What follows belongs to an exercise in optimizing a design on an open flow for small area; a production flow would make more cautious choices.
Function was checked by simulation only, so behaviour that the tests miss may differ from the original.
Power is estimated from default activity; no workload was simulated.

==> flow/design.v <==
`timescale 1ns / 1ps
`timescale 1ns / 1ps
`timescale 1ns / 1ps
module create_frequency(input clock, input rst, input [18:0] limit, output tick);
reg [18:0] count;
reg phase;
wire wrap = (count >= limit);
assign tick = wrap && !phase;
always @(posedge clock) begin
    if (rst) begin
        count <= 0;
        phase <= 0;
    end
    else if (wrap) begin
        count <= 0;
        phase <= ~phase;
    end
    else
        count <= count + 1'b1;
end
endmodule
`timescale 1ns / 1ps
module set_frequency(input clk, input rst, input en_4hz, input [8:0] pre,
input [3:0] placeValue,
output reg [3:0] one, output reg [3:0] ten, output reg [3:0] hundred,
output reg [3:0] thousand, output reg [18:0] limit);
localparam [18:0] N = 19'd500000;
reg [13:0] f;             
reg [18:0] cand0, cand1, cand2, cand3;
reg [13:0] r;
wire onehot = (placeValue == 4'b0001) || (placeValue == 4'b0010) ||
              (placeValue == 4'b0100) || (placeValue == 4'b1000);
wire [1:0] pv = {placeValue[3] | placeValue[2], placeValue[3] | placeValue[1]};
wire [1:0] k = en_4hz ? pv : pre[6:5];
reg [3:0] digit;
reg wrap;
reg [13:0] delta;
always @(*) begin
    case (k)
        2'd0: begin digit = one;      wrap = (one[3] & one[0]);      delta = wrap ? -14'd9   : 14'd1;    end
        2'd1: begin digit = ten;      wrap = (ten[3] & ten[0]);      delta = wrap ? -14'd90  : 14'd10;   end
        2'd2: begin digit = hundred;  wrap = (hundred[3] & hundred[0]);  delta = wrap ? -14'd900 : 14'd100;  end
        default: begin digit = thousand; wrap = thousand[3]; delta = wrap ? -14'd8000 : 14'd1000; end
    endcase
end
wire [13:0] fnext = f + delta;
wire [3:0] dnext = wrap ? 4'd0 : digit + 1'b1;
wire [13:0] d = {fnext[13:1], fnext[0] | (fnext == 14'd0)};
wire [4:0] s = pre[4:0];
wire active = (pre[8:7] == 2'b01) && (s <= 5'd18);
wire nbit = N[5'd18 - s];
wire [14:0] a = {(s == 5'd0) ? 14'd0 : r, nbit};
wire [15:0] diff = {1'b0, a} - {2'b00, d};
wire ge = !diff[15];
always @(posedge clk)
    r <= ge ? diff[13:0] : a[13:0];
wire [1:0] j = pre[6:5];
always @(posedge clk) begin
    cand0 <= {cand0[17:0], (active && j == 2'd0) ? ge : cand0[18]};
    cand1 <= {cand1[17:0], (active && j == 2'd1) ? ge : cand1[18]};
    cand2 <= {cand2[17:0], (active && j == 2'd2) ? ge : cand2[18]};
    cand3 <= {cand3[17:0], (active && j == 2'd3) ? ge : cand3[18]};
end
wire [18:0] q0 = {cand0[1:0], cand0[18:2]};
wire [18:0] q1 = {cand1[7:0], cand1[18:8]};
wire [18:0] q2 = {cand2[13:0], cand2[18:14]};
wire [18:0] q3 = {cand3[0], cand3[18:1]};
wire [3:0] pvh = placeValue & {4{en_4hz & onehot}};
wire [18:0] qsel = ({19{pvh[0]}} & q0) | ({19{pvh[1]}} & q1) | ({19{pvh[2]}} & q2) | ({19{pvh[3]}} & q3);
always @(posedge clk) begin
    if (rst) begin
        one <= 4'd0;
        ten <= 4'd0;
        hundred <= 4'd0;
        thousand <= 4'd1;
        f <= 14'd1000;
        limit <= 19'd500;
    end
    else begin
        if (|pvh) begin
            f <= fnext;
            limit <= qsel;
        end
        if (pvh[0]) one <= (one[3] & one[0]) ? 4'd0 : one + 1'b1;
        if (pvh[1]) ten <= (ten[3] & ten[0]) ? 4'd0 : ten + 1'b1;
        if (pvh[2]) hundred <= (hundred[3] & hundred[0]) ? 4'd0 : hundred + 1'b1;
        if (pvh[3]) thousand <= thousand[3] ? 4'd0 : thousand + 1'b1;
    end
end
endmodule
`timescale 1ns / 1ps
`timescale 1ns / 1ps
`timescale 1ns / 1ps
module create_pulse(input [6:0] step, input [1:0] sel,
input [5:0] maxi, input [5:0] mini, input high,
output [11:0] value);
wire [5:0] amp = maxi - mini;
wire [5:0] sine_q;
wire [5:0] saw_h;
wire [6:0] tri_h;
saw_step t1(amp, saw_h);
tri_step t2(amp, tri_h);
wire is_sine = (sel == 2'd0);
wire is_pulse = (sel == 2'd1);
wire is_tri = (sel == 2'd2);
wire down = (step >= 7'd50);
wire [6:0] step50 = down ? step - 7'd50 : step;
sine_tab t0(step50[5:0], sine_q);
wire [6:0] sine_v = down ? 7'd62 - sine_q : 7'd62 + sine_q;
wire [6:0] x = is_sine ? sine_v : (is_tri ? tri_h : step);
wire [5:0] y = is_sine ? amp : (is_tri ? step50[5:0] : saw_h);
wire [11:0] p = is_pulse ? 12'd0 : x * y;
wire neg = is_pulse ? high : (is_tri & down);
wire [5:0] base = neg ? maxi : mini;
wire [11:0] b124 = {base, 7'd0} - {base, 2'd0};
assign value = neg ? b124 - p : b124 + p;
endmodule
`timescale 1ns / 1ps
module sine_tab(input [5:0] a, output reg [5:0] y);
always @(*) begin
    case (a)
        6'd0: y = 6'd0;
        6'd1: y = 6'd4;
        6'd2: y = 6'd8;
        6'd3: y = 6'd12;
        6'd4: y = 6'd15;
        6'd5: y = 6'd19;
        6'd6: y = 6'd23;
        6'd7: y = 6'd26;
        6'd8: y = 6'd30;
        6'd9: y = 6'd33;
        6'd10: y = 6'd36;
        6'd11: y = 6'd40;
        6'd12: y = 6'd42;
        6'd13: y = 6'd45;
        6'd14: y = 6'd48;
        6'd15: y = 6'd50;
        6'd16: y = 6'd52;
        6'd17: y = 6'd54;
        6'd18: y = 6'd56;
        6'd19: y = 6'd58;
        6'd20: y = 6'd59;
        6'd21: y = 6'd60;
        6'd22: y = 6'd61;
        6'd23: y = 6'd62;
        6'd24: y = 6'd62;
        6'd25: y = 6'd62;
        6'd26: y = 6'd62;
        6'd27: y = 6'd62;
        6'd28: y = 6'd61;
        6'd29: y = 6'd60;
        6'd30: y = 6'd59;
        6'd31: y = 6'd58;
        6'd32: y = 6'd56;
        6'd33: y = 6'd54;
        6'd34: y = 6'd52;
        6'd35: y = 6'd50;
        6'd36: y = 6'd48;
        6'd37: y = 6'd45;
        6'd38: y = 6'd42;
        6'd39: y = 6'd40;
        6'd40: y = 6'd36;
        6'd41: y = 6'd33;
        6'd42: y = 6'd30;
        6'd43: y = 6'd26;
        6'd44: y = 6'd23;
        6'd45: y = 6'd19;
        6'd46: y = 6'd15;
        6'd47: y = 6'd12;
        6'd48: y = 6'd8;
        6'd49: y = 6'd4;
        default: y = 6'd0;
    endcase
end
endmodule
`timescale 1ns / 1ps
module saw_step(input [5:0] a, output reg [5:0] y);
always @(*) begin
    case (a)
        6'd0: y = 6'd0;
        6'd1: y = 6'd1;
        6'd2: y = 6'd2;
        6'd3: y = 6'd3;
        6'd4: y = 6'd5;
        6'd5: y = 6'd6;
        6'd6: y = 6'd7;
        6'd7: y = 6'd8;
        6'd8: y = 6'd10;
        6'd9: y = 6'd11;
        6'd10: y = 6'd12;
        6'd11: y = 6'd13;
        6'd12: y = 6'd15;
        6'd13: y = 6'd16;
        6'd14: y = 6'd17;
        6'd15: y = 6'd18;
        6'd16: y = 6'd20;
        6'd17: y = 6'd21;
        6'd18: y = 6'd22;
        6'd19: y = 6'd23;
        6'd20: y = 6'd25;
        6'd21: y = 6'd26;
        6'd22: y = 6'd27;
        6'd23: y = 6'd28;
        6'd24: y = 6'd30;
        6'd25: y = 6'd31;
        6'd26: y = 6'd32;
        6'd27: y = 6'd33;
        6'd28: y = 6'd35;
        6'd29: y = 6'd36;
        6'd30: y = 6'd37;
        6'd31: y = 6'd38;
        6'd32: y = 6'd40;
        6'd33: y = 6'd41;
        default: y = 6'd0;
    endcase
end
endmodule
`timescale 1ns / 1ps
module tri_step(input [5:0] a, output reg [6:0] y);
always @(*) begin
    case (a)
        6'd0: y = 7'd0;
        6'd1: y = 7'd2;
        6'd2: y = 7'd5;
        6'd3: y = 7'd7;
        6'd4: y = 7'd10;
        6'd5: y = 7'd12;
        6'd6: y = 7'd15;
        6'd7: y = 7'd17;
        6'd8: y = 7'd20;
        6'd9: y = 7'd22;
        6'd10: y = 7'd25;
        6'd11: y = 7'd27;
        6'd12: y = 7'd30;
        6'd13: y = 7'd32;
        6'd14: y = 7'd35;
        6'd15: y = 7'd37;
        6'd16: y = 7'd40;
        6'd17: y = 7'd43;
        6'd18: y = 7'd45;
        6'd19: y = 7'd48;
        6'd20: y = 7'd50;
        6'd21: y = 7'd53;
        6'd22: y = 7'd55;
        6'd23: y = 7'd58;
        6'd24: y = 7'd60;
        6'd25: y = 7'd63;
        6'd26: y = 7'd65;
        6'd27: y = 7'd68;
        6'd28: y = 7'd70;
        6'd29: y = 7'd73;
        6'd30: y = 7'd75;
        6'd31: y = 7'd78;
        6'd32: y = 7'd80;
        6'd33: y = 7'd83;
        default: y = 7'd0;
    endcase
end
endmodule
`timescale 1ns / 1ps
`timescale 1ns / 1ps
module display_7segment(input [1:0] count, input [2:0] mode, input is_pulse,
input [5:0] maxi, input [5:0] mini, input [3:0] duty_ten, input [3:0] duty_one,
input [3:0] f_one, input [3:0] f_ten, input [3:0] f_hundred, input [3:0] f_thousand,
output [11:0] segSeven);
    localparam [4:0] S_U = 5'd16, S_A = 5'd17, S_H = 5'd18, S_L = 5'd19,
                     S_O = 5'd20, S_D = 5'd21, S_C = 5'd22, S_BAR = 5'd23;
    reg [5:0] v;
    reg [1:0] tens;
    reg [3:0] ones;
    always @(*) begin
        case (mode[1:0])
            2'b00: v = maxi - mini;
            2'b10: v = maxi;
            default: v = mini;
        endcase
        if (v >= 6'd30) tens = 2'd3;
        else if (v >= 6'd20) tens = 2'd2;
        else if (v >= 6'd10) tens = 2'd1;
        else tens = 2'd0;
        ones = v - tens * 4'd10;
    end
    reg [4:0] sym;
    reg dpo;
    reg [1:0] pos;
    always @(*) begin
        sym = S_BAR;
        dpo = 1'b1;
        pos = count;
        case (mode)
            3'b000, 3'b001, 3'b010, 3'b111:
                case (count)
                    2'd0: sym = S_U;
                    2'd1: sym = {1'b0, ones};
                    2'd2: begin sym = {3'b000, tens}; dpo = 1'b0; end
                    default: case (mode)
                        3'b000: sym = S_A;
                        3'b001: sym = S_L;
                        3'b010: sym = S_H;
                        default: sym = S_O;
                    endcase
                endcase
            3'b011:
                case (count)
                    2'd0: sym = {1'b0, f_one};
                    2'd1: sym = {1'b0, f_ten};
                    2'd2: sym = {1'b0, f_hundred};
                    default: sym = {1'b0, f_thousand};
                endcase
            3'b110:
                if (is_pulse)
                    case (count)
                        2'd0: sym = {1'b0, duty_one};
                        2'd1: sym = {1'b0, duty_ten};
                        2'd2: begin sym = S_D; pos = 2'd3; end
                        default: begin sym = S_C; pos = 2'd2; end
                    endcase
            default: ;
        endcase
    end
    reg [6:0] segs;
    always @(*) begin
        case (sym)
            5'd0: segs = 7'h40;
            5'd1: segs = 7'h79;
            5'd2: segs = 7'h24;
            5'd3: segs = 7'h30;
            5'd4: segs = 7'h19;
            5'd5: segs = 7'h12;
            5'd6: segs = 7'h02;
            5'd7: segs = 7'h78;
            5'd8: segs = 7'h00;
            5'd9: segs = 7'h18;
            S_U: segs = 7'h41;
            S_A: segs = 7'h08;
            S_H: segs = 7'h09;
            S_L: segs = 7'h47;
            S_O: segs = 7'h1C;
            S_D: segs = 7'h21;
            S_C: segs = 7'h27;
            default: segs = 7'h77;
        endcase
    end
    assign segSeven = {~(4'b0001 << pos), dpo, segs};
endmodule
`timescale 1ns / 1ps
`timescale 1ns / 1ps
module DA2RefComp(input clk,input rst,input en_clk,input en_pre,input dac_rst,
output D1,output D2,output CLK_OUT,output nSYNC,
input [11:0] DATA1,input [11:0] DATA2,input START,output DONE);
localparam [1:0] Idle = 2'd0, ShiftOut = 2'd1, SyncData = 2'd2;
reg [1:0] current_state;
reg [1:0] next_state;
reg [11:0] data1;
reg [11:0] data2;
reg clk_div;
reg [3:0] shiftCounter;
wire clk_div_rise = en_clk && !dac_rst && !clk_div;
wire load = clk_div_rise && (current_state == Idle);
wire preload = en_pre && !dac_rst && !clk_div && (current_state == Idle);
reg d2_last;
always @(posedge clk) begin
    if (rst || dac_rst)
        clk_div <= 1'b0;
    else if (en_clk)
        clk_div <= ~clk_div;
end
assign CLK_OUT = clk_div;
always @(posedge clk) begin
    if (rst)
        shiftCounter <= 4'd0;
    else if (clk_div_rise) begin
        if (current_state == Idle)
            shiftCounter <= 4'd0;
        else if (current_state == ShiftOut)
            shiftCounter <= shiftCounter + 1'b1;
    end
end
always @(posedge clk) begin
    if (preload)
        data2 <= DATA2;
    if (load)
        data1 <= DATA1;
end
wire [15:0] word1 = {4'b0000, data1};
wire [15:0] word2 = {4'b0000, data2};
assign D1 = word1[~shiftCounter];
assign D2 = load ? d2_last : word2[~shiftCounter];
always @(posedge clk)
    d2_last <= D2;
always @(posedge clk) begin
    if (rst || dac_rst)
        current_state <= Idle;
    else if (clk_div_rise)
        current_state <= next_state;
end
assign DONE = (current_state == Idle);
assign nSYNC = (current_state != ShiftOut);
always @(*) begin
    next_state = current_state;
    case (current_state)
        Idle: if (START) next_state = ShiftOut;
        ShiftOut: if (shiftCounter == 4'hF) next_state = SyncData;
        SyncData: if (!START) next_state = Idle;
        default: next_state = Idle;
    endcase
end
endmodule
`timescale 1ns / 1ps
module myDAC(input CLOCK,input rst,input [3:0] frequencyPlaceValue,
input [3:0] dutycycle,
input minOrMax,input [2:0] mode,input [1:0] waveform,
input btnC,input btnD,input btnL,
input btnR,input btnU,
input load_B,
output [3:0] an, output dp, output [6:0] seg,
output [3:0] JA,output LED,output warning);
reg [8:0] pre;
always @(posedge CLOCK) begin
    if (rst) pre <= 9'd8;
    else pre <= pre + 1'b1;
end
wire HALF_TICK = (pre[1:0] == 2'b01);
wire TICK_4HZ = (pre == 9'd263);
wire [1:0] scan = pre[5:4];
reg [5:0] start_cnt;
reg START;
wire start_wrap = start_cnt[5] & start_cnt[4] & start_cnt[1];    
always @(posedge CLOCK) begin
    if (rst) begin
        start_cnt <= 6'd0;
        START <= 1'b0;
    end
    else if (start_wrap) begin
        start_cnt <= 6'd0;
        START <= ~START;
    end
    else
        start_cnt <= start_cnt + 1'b1;
end
reg [4:0] q1, q2;
always @(posedge CLOCK) begin
    if (rst) begin
        q1 <= 5'd0;
        q2 <= 5'd0;
    end
    else if (TICK_4HZ) begin
        q1 <= {btnC, btnD, btnL, btnR, btnU};
        q2 <= q1;
    end
end
wire [4:0] pulse = q1 & ~q2;
wire RESET = pulse[4];
wire PULSE_D = pulse[3];
wire PULSE_L = pulse[2];
wire PULSE_R = pulse[1];
wire PULSE_U = pulse[0];
wire [3:0] f_one, f_ten, f_hundred, f_thousand;
wire [18:0] limit_A;
set_frequency f1(CLOCK, rst, TICK_4HZ, pre, frequencyPlaceValue,
    f_one, f_ten, f_hundred, f_thousand, limit_A);
reg [3:0] duty_ten, duty_one;
wire [3:0] dsel = (dutycycle > 4'd9) ? 4'd0 : dutycycle;
always @(posedge CLOCK) begin
    if (rst) begin
        duty_ten <= 4'd5;
        duty_one <= 4'd0;
    end
    else if (TICK_4HZ && PULSE_R) begin
        if (duty_ten == dsel && !(duty_one[3] & duty_one[0]))
            duty_one <= duty_one + 1'b1;
        else begin
            duty_ten <= dsel;
            duty_one <= 4'd0;
        end
    end
end
reg [5:0] maxi, mini;
wire [5:0] span = maxi - mini;
wire wide = (span[5:1] != 5'd0);
always @(posedge CLOCK) begin
    if (rst) begin
        maxi <= 6'd33;
        mini <= 6'd0;
    end
    else if (TICK_4HZ) begin
        if (!minOrMax) begin
            if (PULSE_U && !PULSE_D) begin
                if (wide) mini <= mini + 1'b1;
            end
            else if (!PULSE_U && PULSE_D) begin
                if (mini != 6'd0) mini <= mini - 1'b1;
            end
        end
        else begin
            if (PULSE_U && !PULSE_D) begin
                if (!(maxi[5] & maxi[0])) maxi <= maxi + 1'b1;
            end
            else if (!PULSE_U && PULSE_D) begin
                if (wide) maxi <= maxi - 1'b1;
            end
        end
    end
end
reg [5:0] maxi_B, mini_B;
reg [3:0] dutyB_ten, dutyB_one;
reg [3:0] fB_one, fB_ten, fB_hundred, fB_thousand;
reg [18:0] limit_B;
reg [1:0] wave_B;
always @(posedge CLOCK) begin
    if (rst) begin
        maxi_B <= 6'd33;
        mini_B <= 6'd0;
        dutyB_ten <= 4'd5;
        dutyB_one <= 4'd0;
        fB_one <= 4'd0;
        fB_ten <= 4'd0;
        fB_hundred <= 4'd0;
        fB_thousand <= 4'd1;
        limit_B <= 19'd500;
        wave_B <= 2'd0;
    end
    else if (TICK_4HZ && load_B && PULSE_L) begin
        maxi_B <= maxi;
        mini_B <= mini;
        dutyB_ten <= duty_ten;
        dutyB_one <= duty_one;
        fB_one <= f_one;
        fB_ten <= f_ten;
        fB_hundred <= f_hundred;
        fB_thousand <= f_thousand;
        limit_B <= limit_A;
        wave_B <= waveform;
    end
end
wire tick_A, tick_B;
create_frequency cA(CLOCK, rst, limit_A, tick_A);
create_frequency cB(CLOCK, rst, limit_B, tick_B);
reg [6:0] step_A, step_B;
reg [5:0] smax_A, smin_A, smax_B, smin_B;
reg high_A, high_B;
wire [6:0] nstep_A = (step_A[6] & step_A[5] & step_A[1] & step_A[0]) ? 7'd0 : step_A + 1'b1;
always @(posedge CLOCK) begin
    if (rst) begin
        step_A <= 7'd99;
        smax_A <= 6'd0;
        smin_A <= 6'd0;
        high_A <= 1'b0;
    end
    else if (tick_A) begin
        step_A <= nstep_A;
        smax_A <= maxi;
        smin_A <= mini;
        high_A <= (nstep_A < {duty_ten, 3'b000} + {duty_ten, 1'b0} + duty_one);
    end
end
wire [6:0] nstep_B = !tick_B ? step_B : ((step_B[6] & step_B[5] & step_B[1] & step_B[0]) ? 7'd0 : step_B + 1'b1);
wire [5:0] nsmax_B = tick_B ? maxi_B : smax_B;
wire [5:0] nsmin_B = tick_B ? mini_B : smin_B;
wire nhigh_B = tick_B ? (nstep_B < {dutyB_ten, 3'b000} + {dutyB_ten, 1'b0} + dutyB_one) : high_B;
always @(posedge CLOCK) begin
    if (rst) begin
        step_B <= 7'd99;
        smax_B <= 6'd0;
        smin_B <= 6'd0;
        high_B <= 1'b0;
    end
    else begin
        step_B <= nstep_B;
        smax_B <= nsmax_B;
        smin_B <= nsmin_B;
        high_B <= nhigh_B;
    end
end
wire use_A = HALF_TICK;
wire [11:0] wave_value;
create_pulse w(use_A ? step_A : nstep_B, use_A ? waveform : wave_B,
    use_A ? smax_A : nsmax_B, use_A ? smin_A : nsmin_B,
    use_A ? high_A : nhigh_B, wave_value);
wire [11:0] segSeven;
display_7segment s4(scan, mode, load_B ? (wave_B == 2'd1) : (waveform == 2'd1),
    load_B ? maxi_B : maxi, load_B ? mini_B : mini,
    load_B ? dutyB_ten : duty_ten, load_B ? dutyB_one : duty_one,
    load_B ? fB_one : f_one, load_B ? fB_ten : f_ten,
    load_B ? fB_hundred : f_hundred, load_B ? fB_thousand : f_thousand,
    segSeven);
assign an = segSeven[11:8];
assign dp = segSeven[7];
assign seg = segSeven[6:0];
assign warning = load_B;
DA2RefComp MY_BASIC_DAC (
 .clk(CLOCK),
 .rst(rst),
 .en_clk(HALF_TICK),
 .en_pre(pre[1:0] == 2'b00),
 .START(START),
 .dac_rst(RESET),
 .D1(JA[1]),
 .D2(JA[2]),
 .CLK_OUT(JA[3]),
 .nSYNC(JA[0]),
 .DATA1(wave_value),
 .DATA2(wave_value),
 .DONE(LED)
);
endmodule
==> flow/flow/run.sh <==
#!/bin/bash
# Standard synthesis, then the combinational logic is re-mapped for area
# with stronger ABC scripts (flip-flops untouched: same instances, names and
# cell types); the smallest of the re-mapped netlists is laid out with the
# standard flow.
set -euo pipefail
W=$PWD
R=$W/orfs/results/$FLOW_PLATFORM/myDAC/base
bash standard.sh synth > $W/synth_standard.log 2>&1
cp $R/1_2_yosys.v $W/standard_1_2_yosys.v
LIB=$FLOW_HOME/platforms/sky130hd/lib/sky130_fd_sc_hd__tt_025C_1v80.lib
best=""
bestarea=""
for s in 0 1 2 3; do
  mkdir -p $W/reopt_$s
  sed "s/SEED/$s/" $W/flow/area.abc.in > $W/reopt_$s/area.abc
  LIB=$LIB DONTUSE=$W/flow/dontuse.txt IN_V=$W/standard_1_2_yosys.v TOP=$FLOW_TOP \
  OUTDIR=$W/reopt_$s OUT_V=$W/reopt_$s/netlist.v ABC_SCRIPT=$W/reopt_$s/area.abc \
    yosys -c $W/flow/reopt.tcl > $W/reopt_$s/reopt.log 2>&1 &
done
wait
for s in 0 1 2 3; do
  a=$(awk '/Chip area/ {print $NF}' $W/reopt_$s/reopt_stat.txt 2>/dev/null || true)
  echo "seed $s: area $a" >> $W/reopt_choice.log
  if [[ -n "$a" && -s $W/reopt_$s/netlist.v ]]; then
    if [[ -z "$best" ]] || awk -v a="$a" -v b="$bestarea" 'BEGIN {exit !(a < b)}'; then
      best=$s; bestarea=$a
    fi
  fi
done
echo "chosen: seed $best, area $bestarea" >> $W/reopt_choice.log
if [[ -n "$best" ]]; then
  cp $W/reopt_$best/netlist.v $R/1_2_yosys.v
  rm -f $R/1_synth.odb
fi
bash standard.sh finish "BUFFER_PORTS_ARGS=-buffer_cell sky130_fd_sc_hd__buf_1" > $W/layout_standard.log 2>&1
==> flow/flow/area.abc.in <==
strash
&get -n
&deepsyn -T 420 -S SEED
&put
strash
&get -n
&dch -f
&nf -R 1000
&put
==> flow/flow/dontuse.txt <==
-dont_use sky130_fd_sc_hd__lpflow_bleeder_1 -dont_use sky130_fd_sc_hd__lpflow_clkbufkapwr_1 -dont_use sky130_fd_sc_hd__lpflow_clkbufkapwr_16 -dont_use sky130_fd_sc_hd__lpflow_clkbufkapwr_2 -dont_use sky130_fd_sc_hd__lpflow_clkbufkapwr_4 -dont_use sky130_fd_sc_hd__lpflow_clkbufkapwr_8 -dont_use sky130_fd_sc_hd__lpflow_clkinvkapwr_1 -dont_use sky130_fd_sc_hd__lpflow_clkinvkapwr_16 -dont_use sky130_fd_sc_hd__lpflow_clkinvkapwr_2 -dont_use sky130_fd_sc_hd__lpflow_clkinvkapwr_4 -dont_use sky130_fd_sc_hd__lpflow_clkinvkapwr_8 -dont_use sky130_fd_sc_hd__lpflow_decapkapwr_12 -dont_use sky130_fd_sc_hd__lpflow_decapkapwr_3 -dont_use sky130_fd_sc_hd__lpflow_decapkapwr_4 -dont_use sky130_fd_sc_hd__lpflow_decapkapwr_6 -dont_use sky130_fd_sc_hd__lpflow_decapkapwr_8 -dont_use sky130_fd_sc_hd__lpflow_inputiso0n_1 -dont_use sky130_fd_sc_hd__lpflow_inputiso0p_1 -dont_use sky130_fd_sc_hd__lpflow_inputiso1n_1 -dont_use sky130_fd_sc_hd__lpflow_inputiso1p_1 -dont_use sky130_fd_sc_hd__lpflow_inputisolatch_1 -dont_use sky130_fd_sc_hd__lpflow_isobufsrc_1 -dont_use sky130_fd_sc_hd__lpflow_isobufsrc_16 -dont_use sky130_fd_sc_hd__lpflow_isobufsrc_2 -dont_use sky130_fd_sc_hd__lpflow_isobufsrc_4 -dont_use sky130_fd_sc_hd__lpflow_isobufsrc_8 -dont_use sky130_fd_sc_hd__lpflow_isobufsrckapwr_16 -dont_use sky130_fd_sc_hd__lpflow_lsbuf_lh_hl_isowell_tap_1 -dont_use sky130_fd_sc_hd__lpflow_lsbuf_lh_hl_isowell_tap_2 -dont_use sky130_fd_sc_hd__lpflow_lsbuf_lh_hl_isowell_tap_4 -dont_use sky130_fd_sc_hd__lpflow_lsbuf_lh_isowell_4 -dont_use sky130_fd_sc_hd__lpflow_lsbuf_lh_isowell_tap_1 -dont_use sky130_fd_sc_hd__lpflow_lsbuf_lh_isowell_tap_2 -dont_use sky130_fd_sc_hd__lpflow_lsbuf_lh_isowell_tap_4 -dont_use sky130_fd_sc_hd__probe_p_8 -dont_use sky130_fd_sc_hd__probec_p_8 
==> flow/flow/reopt.tcl <==
# Re-map the combinational logic of the standard synthesis netlist for area.
# Flip-flops stay as they are (same instances, names and cell types).
yosys -import
set lib $::env(LIB)
set dont [exec cat $::env(DONTUSE)]
read_liberty -wb -ignore_miss_func $lib
blackbox =sky130_fd_sc_hd__df* =sky130_fd_sc_hd__edf* =sky130_fd_sc_hd__sdf* =sky130_fd_sc_hd__sedf* =sky130_fd_sc_hd__dl*
read_verilog $::env(IN_V)
hierarchy -top $::env(TOP)
flatten -wb
opt -purge
eval abc -liberty $lib $dont -script $::env(ABC_SCRIPT)
opt_clean -purge
hilomap -singleton -hicell sky130_fd_sc_hd__conb_1 HI -locell sky130_fd_sc_hd__conb_1 LO
insbuf -buf sky130_fd_sc_hd__buf_4 A X
splitnets
opt_clean -purge
tee -o $::env(OUTDIR)/reopt_stat.txt stat -liberty $lib
write_verilog -noattr -nohex -nodec $::env(OUT_V)
==> flow/standard.sh <==
#!/bin/bash
# synth_recipe.tcl (not shown) runs the flow's synth.tcl, then flattens the netlist and writes it again
# the make line also repeats each setting of config.mk as NAME=value (left out here)
make -C /OpenROAD-flow-scripts/flow DESIGN_CONFIG=/design/flow/config.mk WORK_HOME=/design/flow/orfs CLKGATE_MAP_FILE= SYNTH_SCRIPT=/design/flow/synth_recipe.tcl "${@:-finish}"
==> flow/config.mk <==
export PLATFORM = sky130hd
export DESIGN_NAME = myDAC
export DESIGN_NICKNAME = myDAC
export VERILOG_FILES = /design/flow/design.v
export SDC_FILE = /design/flow/constraint.sdc
export NUM_CORES = 4
export LEC_CHECK = 0
export ABC_AREA = 1
export CAP_MARGIN = 20
export CORE_MARGIN = 2
export CORE_UTILIZATION = 55
export CTS_BUF_LIST = sky130_fd_sc_hd__clkbuf_8
export CTS_CLUSTER_DIAMETER = 500
export CTS_CLUSTER_SIZE = 14
export SLEW_MARGIN = 20
==> flow/constraint.sdc <==
create_clock -name core_clock -period 110.0 [get_ports {CLOCK}]
set_input_delay 22.0000 -clock core_clock [delete_from_list [all_inputs] [get_ports {CLOCK}]]
set_output_delay 22.0000 -clock core_clock [all_outputs]
set_load 0.01 [all_outputs]
==> impl_metrics.prom, run 1 <==
# TYPE chip_impl_metric gauge
chip_impl_metric{name="grt_util_met3",unit=""} 0.0332
chip_impl_metric{name="die_width",unit="um"} 183
chip_impl_metric{name="net-switching-power",unit="W"} 0.0000918
chip_impl_metric{name="p_int",unit="W"} 0.000198
chip_impl_metric{name="cts-htree-levels",unit=""} 1
chip_impl_metric{name="final_max_tran_viols",unit=""} 0
chip_impl_metric{name="critPathMaxFanout",unit=""} 37
chip_impl_metric{name="synth.avg_cell_area",unit="um^2"} 8.45
chip_impl_metric{name="clk_pin_slew",unit="ns"} 0.09
chip_impl_info{name="timing.critical_path.to_type",value="primary output"} 1
chip_impl_metric{name="grt_antenna_before_repair",unit=""} 0
chip_impl_metric{name="first_iter_violations",unit=""} 1073
chip_impl_metric{name="holdBufCountCts",unit=""} 0
chip_impl_metric{name="syn_nets",unit=""} 2116
chip_impl_metric{name="grt_start_max_net_pins",unit=""} 49
chip_impl_metric{name="cts_repair_resizes",unit=""} 0
chip_impl_metric{name="drcViolationCount",unit=""} 0
chip_impl_metric{name="detailedRoute.firstPassIterationCount",unit=""} 6
chip_impl_info{name="rsz_0062_raised_after_global_routing",value="false"} 1
chip_impl_metric{name="gr-usage-met1",unit=""} 0.378
chip_impl_info{name="crit_chain",value="clkbuf_2, mux2i_1, nand2b_1, a21boi_0, maj3_1, nor4_1, a221oi_1, o21ai_0, a21oi_1, nor2b_1, o21a_1, o311ai_0, a21o_1, or2_0, a21oi_1, mux2i_1, buf_1"} 1
chip_impl_metric{name="slew-limit-headroom",unit=""} 0.294
chip_impl_info{name="tritoncts",value="done"} 1
chip_impl_metric{name="numCtsBuffers",unit=""} 29
chip_impl_metric{name="fmaxAchievable",unit="MHz"} 20.5
chip_impl_metric{name="port-buffer-count",unit=""} 39
chip_impl_metric{name="worst_ep_required_time",unit="ns"} 88.00
chip_impl_metric{name="layout_setup_ws",unit="ns"} 61.33
chip_impl_metric{name="die-height",unit="um"} 183
chip_impl_metric{name="synth_area",unit="um^2"} 17700
chip_impl_metric{name="place.gp.congestion",unit=""} 0.880
chip_impl_metric{name="pwr-share-clk",unit=""} 0.222
chip_impl_metric{name="net_sw_frac",unit=""} 0.317
chip_impl_metric{name="setup-violations-final",unit=""} 0
chip_impl_metric{name="route.vias.total",unit=""} 15500
chip_impl_metric{name="num_antenna_cells",unit=""} 0
chip_impl_metric{name="max_slew.worst_pin.slew",unit="ns"} 1.06
chip_impl_metric{name="cellLeakagePower",unit="nW"} 7.09
chip_impl_metric{name="fin_nets",unit=""} 2206
chip_impl_metric{name="wl_per_cell",unit="um"} 16.9
chip_impl_metric{name="dpl.hpwl",unit="um"} 32100
chip_impl_info{name="run_status",value="no timing/DRC/antenna violations"} 1
chip_impl_info{name="critPathSlowestCell",value="sky130_fd_sc_hd__o311ai_0"} 1
chip_impl_metric{name="worstSkewPairLatency",unit="ns"} 0.59
chip_impl_metric{name="cpPeakStageDelay",unit="ns"} 0.68
chip_impl_metric{name="grt_first_pass_wirelength",unit="um"} 73000
chip_impl_info{name="crit_family",value="compound AO/OA/AOI/OAI gates"} 1
chip_impl_metric{name="post-cts-setup-buffer-count",unit=""} 0
chip_impl_metric{name="die-area",unit="um^2"} 33600
chip_impl_metric{name="area_growth_syn_to_layout",unit="%"} 7.38
chip_impl_metric{name="cts-root-to-sink-buffers",unit=""} 3
chip_impl_metric{name="seq_power_share",unit=""} 0.499
chip_impl_metric{name="power.share.combinational",unit=""} 0.279
chip_impl_metric{name="placement.setup.worst_slack",unit="ns"} 61.43
chip_impl_metric{name="setup-tns-final",unit="ns"} 0
chip_impl_metric{name="max-cap-violations",unit=""} 0
chip_impl_metric{name="floorplan.initialDensity",unit=""} 0.559
chip_impl_metric{name="grtUsageMet2",unit=""} 0.416
chip_impl_metric{name="power_density",unit="nW/um^2"} 15.2
chip_impl_metric{name="final_std_cells_w_o_fill",unit=""} 2588
chip_impl_info{name="cts-root-buf",value="sky130_fd_sc_hd__clkbuf_8"} 1
chip_impl_metric{name="number_of_global_route_vias_before_repair",unit=""} 14600
chip_impl_metric{name="detail_route.wirelength",unit="um"} 43800
chip_impl_metric{name="finalHoldViolCount",unit=""} 0
chip_impl_metric{name="ant_nets",unit=""} 0
chip_impl_metric{name="via_per_inst",unit=""} 5.99
chip_impl_metric{name="post-route-period-util",unit=""} 0.442
chip_impl_metric{name="finalClockSkew",unit="ns"} 0.0231
chip_impl_metric{name="peakVddDrop",unit="mV"} 0.0115
chip_impl_metric{name="std_cell_rows",unit=""} 65
chip_impl_info{name="timing.setup.critical_path_class",value="in -> out"} 1
chip_impl_metric{name="post_route_cells_drive_above_1_share",unit=""} 0.0306
chip_impl_metric{name="worst_ep_arrival_time",unit="ns"} 26.67
chip_impl_metric{name="cts.sinks",unit=""} 354
chip_impl_info{name="worst_setup_path_start_kind",value="primary input"} 1
chip_impl_metric{name="cp_num_buf_inv",unit=""} 2
chip_impl_metric{name="top_level_ports",unit=""} 40
chip_impl_metric{name="fin_worst_hold_slack",unit="ns"} 0.352
chip_impl_metric{name="placed_cells",unit=""} 2553
chip_impl_metric{name="globalRouteTotalUtil",unit=""} 0.262
chip_impl_info{name="hold_wc_path_type",value="reg -> reg"} 1
chip_impl_metric{name="yosys_warnings",unit=""} 8
chip_impl_metric{name="core-area",unit="um^2"} 31600
chip_impl_metric{name="grt.overflow.total",unit=""} 0
chip_impl_info{name="busiest_layer_in_global_routing",value="met2"} 1
chip_impl_metric{name="syn-instance-count",unit=""} 2094
chip_impl_metric{name="period_needed",unit="ns"} 48.67
placed cells by master, fill, tap and decap left out, types with 29 or more instances in the layout:
master / count
sky130_fd_sc_hd__nand2_1: 213
sky130_fd_sc_hd__a22o_1: 66
sky130_fd_sc_hd__nand3_1: 33
sky130_fd_sc_hd__dfxtp_1: 330
sky130_fd_sc_hd__nor2b_1: 40
sky130_fd_sc_hd__nor2_1: 273
sky130_fd_sc_hd__xor2_1: 66
sky130_fd_sc_hd__clkbuf_8: 29
sky130_fd_sc_hd__nor3_1: 80
sky130_fd_sc_hd__buf_1: 36
sky130_fd_sc_hd__a31oi_1: 31
sky130_fd_sc_hd__and2_0: 33
sky130_fd_sc_hd__clkinv_1: 85
sky130_fd_sc_hd__mux2i_1: 32
sky130_fd_sc_hd__o21ai_0: 112
sky130_fd_sc_hd__o22ai_1: 42
sky130_fd_sc_hd__xnor2_1: 111
sky130_fd_sc_hd__a21oi_1: 155
sky130_fd_sc_hd__and3_1: 34
state kept, by name, indices dropped and copies added, names as in the netlist, 7 cells and up:
register	cells
f1.cand1	19
f1.limit	19
cB.count	19
step_A	7
pre	9
MY_BASIC_DAC.data1	12
f1.r	14
f1.cand2	19
f1.f	14
cA.count	19
step_B	7
limit_B	19
f1.cand3	19
f1.cand0	19
MY_BASIC_DAC.data2	12
layer usage:
metal,up-vias,share of wire
li1,7767,-
met1,7244,0.49
met2,428,0.43
met3,70,0.061
met4,0,0.023
met5,-,0
worst register-to-register path: cells and delay by family (launching register included):
family                   cells  cell delay, ns
flip-flops                   1            0.40
buffers and inverters        4            0.52
adder cells (fa/ha/maj)      6            1.70
XOR/XNOR                     9            2.29
AND/OR/NAND/NOR             23            4.06
AO/OA/AOI/OAI               26            5.55
layout make-up:
| type | instances | area [um^2] |
|---|---|---|
| repair buffers | 61 | 350 |
| flip-flops and latches | 354 | 7330 |
| multi-input cells | 1653 | 10100 |
| well taps | 402 | 503 |
| clock inverters | 4 | 30.0 |
| clock buffers | 29 | 399 |
| fillers | 2807 | 12600 |
| inverters | 85 | 319 |
per-stage QoR:
stage	power, W	utilization	cell area (um^2)
floorplan	0.000210	-	17700
global placement	0.000225	0.584	18500
detailed placement	0.000228	0.586	18500
CTS	0.000292	0.600	19000
global route	0.000308	0.601	19000
finish	0.000290	0.601	19000
path summary, 6_finish.rpt:
check,from,end,slack (ns),depth (start not counted)
max,load_B,seg[1],61.33,17
min,f1.cand3[14]$_DFF_P_,f1.cand3[15]$_DFF_P_,0.35,0
max reg2reg,cB.count[1]$_SDFF_PP0_,MY_BASIC_DAC.data1[11]$_DFFE_PP_,95.23,68
min reg2reg,f1.cand3[14]$_DFF_P_,f1.cand3[15]$_DFF_P_,0.35,0
power by group through the flow:
stage / registers [W] / logic [W] / clock network, W
finish: 0.000144 / 0.0000808 / 0.0000644
global route: 0.000145 / 0.0000914 / 0.0000716
CTS: 0.000144 / 0.0000808 / 0.0000667
detailed placement: 0.000147 / 0.0000804 / 0
global placement: 0.000147 / 0.0000778 / 0
floorplan: 0.000146 / 0.0000639 / 0
==> run 2, diff against run 1 <==
--- a/flow/flow/run.sh
+++ b/flow/flow/run.sh
@@ -11,15 +11,18 @@
 LIB=$FLOW_HOME/platforms/sky130hd/lib/sky130_fd_sc_hd__tt_025C_1v80.lib
 best=""
 bestarea=""
-for s in 0 1 2 3; do
-  mkdir -p $W/reopt_$s
-  sed "s/SEED/$s/" $W/flow/area.abc.in > $W/reopt_$s/area.abc
-  LIB=$LIB DONTUSE=$W/flow/dontuse.txt IN_V=$W/standard_1_2_yosys.v TOP=$FLOW_TOP \
-  OUTDIR=$W/reopt_$s OUT_V=$W/reopt_$s/netlist.v ABC_SCRIPT=$W/reopt_$s/area.abc \
-    yosys -c $W/flow/reopt.tcl > $W/reopt_$s/reopt.log 2>&1 &
+for round in 0 1; do
+  for k in 0 1 2 3; do
+    s=$((round * 4 + k))
+    mkdir -p $W/reopt_$s
+    sed "s/SEED/$s/" $W/flow/area.abc.in > $W/reopt_$s/area.abc
+    LIB=$LIB DONTUSE=$W/flow/dontuse.txt IN_V=$W/standard_1_2_yosys.v TOP=$FLOW_TOP \
+    OUTDIR=$W/reopt_$s OUT_V=$W/reopt_$s/netlist.v ABC_SCRIPT=$W/reopt_$s/area.abc \
+      yosys -c $W/flow/reopt.tcl > $W/reopt_$s/reopt.log 2>&1 &
+  done
+  wait
 done
-wait
-for s in 0 1 2 3; do
+for s in 0 1 2 3 4 5 6 7; do
   a=$(awk '/Chip area/ {print $NF}' $W/reopt_$s/reopt_stat.txt 2>/dev/null || true)
   echo "seed $s: area $a" >> $W/reopt_choice.log
   if [[ -n "$a" && -s $W/reopt_$s/netlist.v ]]; then
==> flow/flow/area.abc.in (replaced) <==
strash
&get -n
&deepsyn -T 300 -S SEED
&put
strash
&get -n
&dch -f
&nf -R 1000
&put
--- a/flow/config.mk
+++ b/flow/config.mk
@@ -9,7 +9,6 @@
 export CAP_MARGIN = 20
 export CORE_MARGIN = 2
 export CORE_UTILIZATION = 55
-export CTS_BUF_LIST = sky130_fd_sc_hd__clkbuf_8
 export CTS_CLUSTER_DIAMETER = 500
-export CTS_CLUSTER_SIZE = 14
+export CTS_CLUSTER_SIZE = 25
 export SLEW_MARGIN = 20
==> run 2 against run 1 <==
Against the previous run: still clean; via count is 1.3% lower; register-to-register slack improved by 0.64 ns; clock-buffer cell count decreased by 9; synthesized cell count decreased by 1.3%; clock power is 14% higher; critical path depth rose by 4; critical endpoint is now seg[3].
==> impl_metrics.prom, run 2 <==
# TYPE chip_impl_metric gauge
chip_impl_metric{name="grt.overflow.total",unit=""} 0
chip_impl_info{name="critPathSlowestCell",value="sky130_fd_sc_hd__clkbuf_2"} 1
chip_impl_info{name="crit_family",value="compound AO/OA/AOI/OAI gates"} 1
chip_impl_metric{name="holdPathStages",unit=""} 0
chip_impl_metric{name="syn-instance-count",unit=""} 2067
chip_impl_metric{name="wl_per_cell",unit="um"} 17.5
chip_impl_metric{name="fmaxAchievable",unit="MHz"} 20.5
chip_impl_metric{name="area_growth_syn_to_layout",unit="%"} 7.90
chip_impl_metric{name="clk_pin_slew",unit="ns"} 0.10
chip_impl_metric{name="power_density",unit="nW/um^2"} 14.1
chip_impl_metric{name="period_needed",unit="ns"} 48.77
chip_impl_metric{name="ant_nets",unit=""} 0
chip_impl_metric{name="grt_antenna_before_repair",unit=""} 1
chip_impl_metric{name="finalClockSkew",unit="ns"} 0.0389
chip_impl_metric{name="grt_start_max_net_pins",unit=""} 44
chip_impl_metric{name="slew-limit-headroom",unit=""} 0.291
chip_impl_metric{name="port-buffer-count",unit=""} 39
chip_impl_metric{name="floorplan.initialDensity",unit=""} 0.558
chip_impl_metric{name="globalRouteTotalUtil",unit=""} 0.265
chip_impl_info{name="holdPathEnd",value="f1.cand2[10]$_DFF_P_"} 1
chip_impl_metric{name="detailedRoute.firstPassIterationCount",unit=""} 8
chip_impl_metric{name="number_of_global_route_vias_before_repair",unit=""} 14300
chip_impl_metric{name="max-cap-violations",unit=""} 0
chip_impl_metric{name="final_max_tran_viols",unit=""} 0
chip_impl_metric{name="synth_area",unit="um^2"} 17600
chip_impl_metric{name="setup-tns-final",unit="ns"} 0
chip_impl_metric{name="peakVddDrop",unit="mV"} 0.0159
chip_impl_metric{name="die-area",unit="um^2"} 33400
chip_impl_info{name="final_common_cell",value="sky130_fd_sc_hd__dfxtp_1"} 1
chip_impl_metric{name="pwr-share-clk",unit=""} 0.274
chip_impl_metric{name="worst_ep_required_time",unit="ns"} 88.00
chip_impl_metric{name="holdBufCountCts",unit=""} 0
chip_impl_metric{name="first_iter_violations",unit=""} 1020
chip_impl_metric{name="layout_setup_ws",unit="ns"} 61.23
chip_impl_metric{name="core-area",unit="um^2"} 31600
chip_impl_metric{name="synth.avg_cell_area",unit="um^2"} 8.51
chip_impl_metric{name="grt_first_pass_wirelength",unit="um"} 73100
chip_impl_info{name="worst_setup_path_start_kind",value="primary input"} 1
chip_impl_metric{name="yosys_warnings",unit=""} 8
chip_impl_metric{name="route.vias.total",unit=""} 15300
chip_impl_info{name="run_status",value="no timing/DRC/antenna violations"} 1
chip_impl_metric{name="net-switching-power",unit="W"} 0.0000780
chip_impl_info{name="hold_wc_path_type",value="reg -> reg"} 1
chip_impl_metric{name="place.gp.congestion",unit=""} 0.930
chip_impl_info{name="hold_path_startpoint",value="f1.cand2[9]$_DFF_P_"} 1
chip_impl_metric{name="cpPeakStageDelay",unit="ns"} 0.68
chip_impl_metric{name="worst_ep_arrival_time",unit="ns"} 26.77
chip_impl_info{name="crit_path_frequent_cell",value="sky130_fd_sc_hd__nand2_1"} 1
chip_impl_metric{name="setup-violations-final",unit=""} 0
chip_impl_metric{name="detail_route.wirelength",unit="um"} 44700
chip_impl_metric{name="net_sw_frac",unit=""} 0.291
chip_impl_metric{name="post_route_cells_drive_above_1_share",unit=""} 0.0256
chip_impl_metric{name="worst-r2r-setup-slack",unit="ns"} 95.87
chip_impl_info{name="cts-root-buf",value="sky130_fd_sc_hd__clkbuf_16"} 1
chip_impl_metric{name="placement.setup.worst_slack",unit="ns"} 61.30
chip_impl_metric{name="post-route-period-util",unit=""} 0.443
chip_impl_metric{name="numCtsBuffers",unit=""} 18
chip_impl_metric{name="power.share.combinational",unit=""} 0.203
chip_impl_metric{name="seq_power_share",unit=""} 0.524
chip_impl_metric{name="die-height",unit="um"} 183
chip_impl_info{name="timing.rr.start",value="cB.count[1]$_SDFF_PP0_"} 1
chip_impl_info{name="rsz_0062_raised_after_global_routing",value="false"} 1
chip_impl_metric{name="die_width",unit="um"} 183
chip_impl_info{name="tritoncts",value="done"} 1
chip_impl_metric{name="post-cts-setup-buffer-count",unit=""} 0
chip_impl_metric{name="max_slew.worst_pin.slew",unit="ns"} 1.06
chip_impl_metric{name="fin_nets",unit=""} 2170
chip_impl_metric{name="finalHoldViolCount",unit=""} 0
chip_impl_metric{name="num_antenna_cells",unit=""} 0
chip_impl_metric{name="via_per_inst",unit=""} 6.00
chip_impl_metric{name="dpl.hpwl",unit="um"} 32700
chip_impl_info{name="endpoint_of_the_lowest_slack_register_to_register_path",value="MY_BASIC_DAC.data1[11]$_DFFE_PP_"} 1
chip_impl_info{name="crit_chain",value="clkbuf_2, mux2i_1, nor2b_1, maj3_1, nand2_1, nand2_1, nand2_1, nand2_1, maj3_1, o211ai_1, o211ai_1, a21oi_1, o21ai_0, a41oi_1, nand2_1, nor2_1, a21o_1, o22a_1, nand2_1, o31ai_1, buf_1"} 1
chip_impl_metric{name="std_cell_rows",unit=""} 65
chip_impl_metric{name="p_int",unit="W"} 0.000190
chip_impl_metric{name="critPathMaxFanout",unit=""} 39
chip_impl_metric{name="drcViolationCount",unit=""} 0
chip_impl_metric{name="worst-r2r-cell-count",unit=""} 64
chip_impl_metric{name="cts-root-to-sink-buffers",unit=""} 3
chip_impl_metric{name="syn_nets",unit=""} 2089
chip_impl_metric{name="cts_repair_resizes",unit=""} 0
chip_impl_metric{name="cellLeakagePower",unit="nW"} 6.87
chip_impl_metric{name="top_level_ports",unit=""} 40
chip_impl_info{name="timing.critical_path.to_type",value="primary output"} 1
chip_impl_info{name="most-common-layout-cells",value="330 x sky130_fd_sc_hd__dfxtp_1, 242 x sky130_fd_sc_hd__nor2_1, 199 x sky130_fd_sc_hd__nand2_1, 160 x sky130_fd_sc_hd__a21oi_1, 136 x sky130_fd_sc_hd__xnor2_1"} 1
chip_impl_metric{name="worstSkewPairLatency",unit="ns"} 0.56
chip_impl_metric{name="cp_num_buf_inv",unit=""} 2
chip_impl_info{name="timing.setup.critical_path_class",value="in -> out"} 1
chip_impl_metric{name="cts.sinks",unit=""} 354
chip_impl_metric{name="cts-htree-levels",unit=""} 1
-- run 2: metrics by stage --
step,instances,area [um^2],hold WS [ns],util,power (W)
finish,2552,19000,0.343,0.602,0.000268
global route,2552,19000,0.355,0.602,0.000280
CTS,2551,19000,0.341,0.601,0.000270
detailed placement,2529,18500,0.331,0.585,0.000197
global placement,2529,18500,0.331,0.585,0.000196
floorplan,2067,17600,0.326,-,0.000184
-- run 2: how the worst max path moves through the flow --
stage / start / endpoint / slack (ns) / cells past startpoint
5_1_grt: load_B / seg[3] / 60.61 / 21
3_5_place_dp: load_B / seg[3] / 61.30 / 21
4_1_cts: load_B / seg[3] / 61.27 / 21
2_1_floorplan: load_B / seg[3] / 62.49 / 18
3_3_place_gp: load_B / seg[3] / 61.37 / 21
6_report: load_B / seg[3] / 61.23 / 21
-- run 2: area by class of cell --
class,instances,area [um^2]
timing repair buffer,63,342
fill,2857,12600
clock inverter,2,60.1
inverter,89,334
multi-input combinational,1622,9970
tap,402,503
clock buffer,20,458
sequential,354,7330
-- run 2: power by group through the flow --
stage	clock [W]	sequential, W	combinational, W
4_1_cts	0.0000752	0.000140	0.0000542
3_3_place_gp	0	0.000143	0.0000529
5_1_grt	0.0000787	0.000141	0.0000612
2_1_floorplan	0	0.000142	0.0000417
6_report	0.0000733	0.000140	0.0000542
3_5_place_dp	0	0.000143	0.0000540
-- run 2: layer usage --
metal  part of all wire  vias up  GRT usage
met5            0.00029        -          0
met4              0.026        2     0.0698
met3              0.038       66     0.0250
met2               0.47      311      0.459
met1               0.46     7278      0.357
li1                   -     7656          -
-- run 2: worst register-to-register path, delay by kind of cell (launching register included) --
family	cells	cell delay [ns]
compound gates	28	5.17
simple gates	21	3.85
fa+ha+maj	6	2.16
xor+xnor	6	1.71
buf+inv	3	0.59
flops	1	0.40

port drivers added, routing unchanged:
The flow's constraints put no driver on any port. The routed layouts listed below were extracted and timed again, unchanged, in two steps.
Step 1: set_driving_cell puts a clkbuf_16 on CLOCK and a buf_2 on each other input, an assumption about the parent block.
Step 2 adds t to the input delays and takes it off the output delays; t is the mean of the earliest and latest rising clock arrival at the registers after step 1. Input paths then give back, and output paths get back, about the clock's delay inside the block.
Three values: ideal, step 1, step 2; two values: the first two.
run	shift t [ns]	setup slack, ns	worst slew at a driven data input, ns
run 1	0.635	61.326 / 61.304 / 61.304	0.04
run 2	0.587	61.230 / 61.208 / 61.208	0.08
After both steps every run listed still meets setup and hold.
